Source: an optimization exercise on an open RTL-to-GDS flow (aim: small area). Production flows keep margins and buffers that such runs may drop.
In this exercise RTL edits were held to simulation tests only and were not proved equivalent to the original.

==> inputs of violet <==
## RandomNumberGenerator
module RandomNumberGenerator(clk, rst, load, key_x, seed_r, seed_g, seed_b, Rout, Gout, Bout, Key_ready);
Settings: LEC_CHECK=0, CAP_MARGIN=20, CORE_MARGIN=2, CORE_UTILIZATION=40, SLEW_MARGIN=20; clock period 10.0 ns.
standard.sh (not shown) runs the stock make flow with config.mk's settings and CLKGATE_MAP_FILE= SYNTH_SCRIPT=/design/flow/synth_recipe.tcl, a recipe that flattens the netlist after the stock synthesis.
==> flow/flow/run.sh <==
#!/bin/bash
# Standard layout (standard.sh, unchanged synthesis) with two settings changed:
# the port buffers are the smallest buffer, buf_1, instead of
# clkdlybuf4s50_1, and the clock tree uses clkbuf_8 without dummy loads.
set -euo pipefail
export BUFFER_PORTS_ARGS="-buffer_cell sky130_fd_sc_hd__buf_1"
export CTS_ARGS="-sink_clustering_enable -repair_clock_nets -dont_use_dummy_load -buf_list sky130_fd_sc_hd__clkbuf_8 -root_buf sky130_fd_sc_hd__clkbuf_8"
bash standard.sh > standard.log 2>&1
==> inputs of quartz, as changes to violet <==
==> flow/flow/run.sh (replaced) <==
#!/bin/bash
# Standard layout (standard.sh, unchanged synthesis) with two settings changed:
# the port buffers are the smallest buffer, buf_1, instead of
# clkdlybuf4s50_1, and the clock tree uses clkbuf_4 without dummy loads.
set -euo pipefail
export BUFFER_PORTS_ARGS="-buffer_cell sky130_fd_sc_hd__buf_1"
export CTS_ARGS="-sink_clustering_enable -repair_clock_nets -dont_use_dummy_load -buf_list sky130_fd_sc_hd__clkbuf_4 -root_buf sky130_fd_sc_hd__clkbuf_4"
bash standard.sh > standard.log 2>&1
==> inputs of raven, as changes to violet <==
--- a/flow/design.v
+++ b/flow/design.v
@@ -8,25 +8,29 @@
     input wire [15:0] seed_b;
     output reg [7:0] Rout;
     output reg [7:0] Gout;
     output reg [7:0] Bout;
     output reg Key_ready;
     reg [15:0] Rlfsr;
     reg [15:0] Glfsr;
     reg [15:0] Blfsr;
-    reg [2:0] bit_count;
+    reg [1:0] g;
+    reg h;
     reg [15:0] x;         
     reg [6:0] zc;         
+    wire ph0 = ~g[1] & ~g[0];
+    wire ph1 = ~g[1] &  g[0];
+    wire ph2 =  g[1] &  g[0];
+    wire ph3 =  g[1] & ~g[0];
     reg [15:0] acc;       
     wire [14:0] w = x[14:0] ^ {15{x[15]}};
-    wire [1:0] ph = bit_count[1:0];
-    wire [3:0] d = (ph == 2'd0) ? w[3:0] : (ph == 2'd1) ? w[7:4] :
-                   (ph == 2'd2) ? w[11:8] : {1'b0, w[14:12]};
-    wire [15:0] ain = (ph == 2'd0) ? ({w, 1'b1} & {16{x[15]}}) : acc;
+    wire [3:0] d = ({4{ph0}} & w[3:0]) | ({4{ph1}} & w[7:4]) |
+                   ({4{ph2}} & w[11:8]) | ({4{ph3}} & {1'b0, w[14:12]});
+    wire [15:0] ain = ph0 ? ({w, 1'b1} & {16{x[15]}}) : acc;
     wire t0 = ~ain[0] | ~(w[0] & d[0]);
     wire [1:0] t1 = {1'b0, ~ain[1]} + {1'b0, ~(w[1] & d[0])} + {1'b0, ~(w[0] & d[1])};
     wire t2 = t0 | t1[0];
     wire [1:0] t3 = {1'b0, ~ain[2]} + {1'b0, ~(w[2] & d[0])} + {1'b0, ~(w[1] & d[1])};
     wire [1:0] t4 = {1'b0, ~(w[0] & d[2])} + {1'b0, t1[1]} + {1'b0, t3[0]};
     wire t5 = t2 | t4[0];
     wire t6 = ~(t2 ^ t4[0]);
     wire [1:0] t7 = {1'b0, ~ain[3]} + {1'b0, ~(w[3] & d[0])} + {1'b0, ~(w[2] & d[1])};
@@ -151,54 +155,57 @@
             7'd115: zbit = 1'b1;
             7'd119: zbit = 1'b1;
             7'd126: zbit = 1'b1;
             7'd127: zbit = 1'b1;
             default: zbit = 1'b0;
         endcase
     end
     wire [15:0] x_new = {T[17], ~T[16:2]};
-    wire phase3 = (bit_count[1:0] == 2'd3);
-    wire c = phase3 ? T[17] : zbit;
+    wire c = ph3 ? T[17] : zbit;
     always @(posedge clk)
         acc <= T[19:4];
     wire Rfb = Rlfsr[15] ^ Rlfsr[13] ^ Rlfsr[12] ^ Rlfsr[10];
     wire Gfb = Glfsr[15] ^ Glfsr[13] ^ Glfsr[12] ^ Glfsr[10];
     wire Bfb = Blfsr[15] ^ Blfsr[13] ^ Blfsr[12] ^ Blfsr[10];
     always @(posedge clk or posedge rst) begin
         if (rst) begin
             Rlfsr <= 16'h0001;
             Glfsr <= 16'h0002;
             Blfsr <= 16'h0003;
             x <= 16'h7EF0;
             zc <= 7'd48;
             Rout <= 8'b0;
             Gout <= 8'b0;
             Bout <= 8'b0;
             Key_ready <= 1'b0;
-            bit_count <= 3'd0;
+            g <= 2'b00;
+            h <= 1'b0;
         end else if (load) begin
             Rlfsr <= seed_r;
             Glfsr <= seed_g;
             Blfsr <= seed_b;
             x <= key_x;
             zc <= 7'd48;
             Rout <= 8'b0;
             Gout <= 8'b0;
             Bout <= 8'b0;
             Key_ready <= 1'b0;
-            bit_count <= 3'd0;
+            g <= 2'b00;
+            h <= 1'b0;
         end else begin
             Rlfsr <= {Rlfsr[14:0], Rfb};
             Glfsr <= {Glfsr[14:0], Gfb};
             Blfsr <= {Blfsr[14:0], Bfb};
             Rout <= {Rout[6:0], Rlfsr[15] ^ c};
             Gout <= {Gout[6:0], Glfsr[15] ^ c};
             Bout <= {Bout[6:0], Blfsr[15] ^ c};
-            Key_ready <= (bit_count == 3'd7);
-            bit_count <= bit_count + 3'd1;
-            if (bit_count[1:0] == 2'd0)
+            Key_ready <= h & ph3;
+            g <= {g[0], ~g[1]};
+            if (ph3)
+                h <= ~h;
+            if (ph0)
                 zc <= (zc == 7'd127) ? 7'd49 : zc + 7'd1;
-            if (phase3)
+            if (ph3)
                 x <= x_new;
         end
     end
 endmodule
==> flow/flow/run.sh (replaced) <==
#!/bin/bash
# Standard layout (standard.sh) with three changes that do not touch the
# registers or what is measured:
#  * Yosys's ABC step maps the combinational logic for area
#    (&get -n; &st; &dch; &nf -a; &put) instead of ORFS's speed script;
#    everything else in synthesis is ORFS's own script, unchanged;
#  * the port buffers are the smallest buffer, buf_1;
#  * the clock tree uses clkbuf_4 without dummy loads.
set -euo pipefail
here=$(pwd)
rm -rf "$here/scripts_mod"
cp -r "$FLOW_HOME/scripts" "$here/scripts_mod"
printf '%s\n' '&get -n' '&st' '&dch' '&nf -a' '&put' > "$here/scripts_mod/abc_speed.script"
export SCRIPTS_DIR="$here/scripts_mod"
export BUFFER_PORTS_ARGS="-buffer_cell sky130_fd_sc_hd__buf_1"
export CTS_ARGS="-sink_clustering_enable -repair_clock_nets -dont_use_dummy_load -sink_clustering_size 30 -sink_clustering_max_diameter 150 -buf_list sky130_fd_sc_hd__clkbuf_4 -root_buf sky130_fd_sc_hd__clkbuf_4"
bash standard.sh > standard.log 2>&1
==> inputs of juniper, as changes to violet <==
==> flow/run.sh (new file) <==
#!/bin/bash
# synth_recipe.tcl (not shown) runs the flow's synth.tcl, then flattens the netlist and writes it again
# the make line also repeats each setting of config.mk as NAME=value (left out here)
make -C /OpenROAD-flow-scripts/flow DESIGN_CONFIG=/design/flow/config.mk WORK_HOME=/design/flow/orfs CLKGATE_MAP_FILE= SYNTH_SCRIPT=/design/flow/synth_recipe.tcl finish
removed: flow/flow/run.sh
removed: flow/standard.sh
==> notes <==
- Against quartz, the maximum frequency of raven is lower by about 0.6%.
- Against violet, the sequential share of layout area of quartz is higher by 0.61 points.
- Against juniper, the wire length of quartz is lower by about 4.4%.
- Register-to-register slack: violet is better than juniper (0.06 ns).
- In count of clock-buffer cells in the layout, quartz and violet do not differ.
==> figures <==
                                                                               raven                   quartz                   violet                           juniper
Result of the run                                              complete, no violations  complete, no violations  complete, no violations           complete, no violations
Period utilization                                                               95.2%                    94.6%                    94.8%                             95.4%
Filler Cells Inserted                                                             1460                     1482                     1476                              1403
Placeable core region                                                       0.0152 mm2               0.0159 mm2               0.0159 mm2                        0.0159 mm2
Vias in the first global route                                                    4498                     4536                     4558                              4545
Met1 demand-to-capacity share in global routing                                  22.5%                    21.3%                    21.2%                             22.2%
Final WS setup                                                                0.482 ns                 0.541 ns                 0.518 ns                          0.459 ns
Most common library cell in the layout ignoring fill and taps   sky130_fd_sc_hd__buf_1   sky130_fd_sc_hd__buf_1   sky130_fd_sc_hd__buf_1  sky130_fd_sc_hd__clkdlybuf4s50_1
GRT Total Usage                                                                  17.3%                    16.2%                    16.2%                             16.8%
Maximum clock frequency                                                        105 MHz                  106 MHz                  105 MHz                           105 MHz
Fraction of standard cell area in multi-input logic                              47.1%                    48.0%                    47.3%                             42.1%
Reg2reg end                                                                    Bout[0]                  Gout[0]                  Gout[0]                           Rout[0]

[what the ideal ports hide]
How much do the figures lean on ideal ports? The routed layouts below were timed once more, with nothing changed but the port constraints.
Step 1 sets driving cells, clkbuf_16 on the clock port and buf_2 on the other inputs (assumed; they add their load-dependent delay and slew).
Step 2 times the ports against the registers' clock, not the clock port: input delays grow and output delays shrink by t, the midpoint of the rising clock arrivals with the driver on.
Three values: ideal, step 1, step 2; two values: the first two.
run	t (ns)	setup WS [ns]	worst hold slack (ns)
violet	0.462	0.518 / 0.518 / 0.518	0.465 / 0.465 / 0.465
quartz	0.536	0.541 / 0.541 / 0.541	0.460 / 0.460 / 0.460
raven	0.534	0.482 / 0.482 / 0.482	0.451 / 0.451 / 0.451
juniper	0.456	0.459 / 0.459 / 0.459	0.471 / 0.471 / 0.471
After both steps every run listed still meets setup and hold.
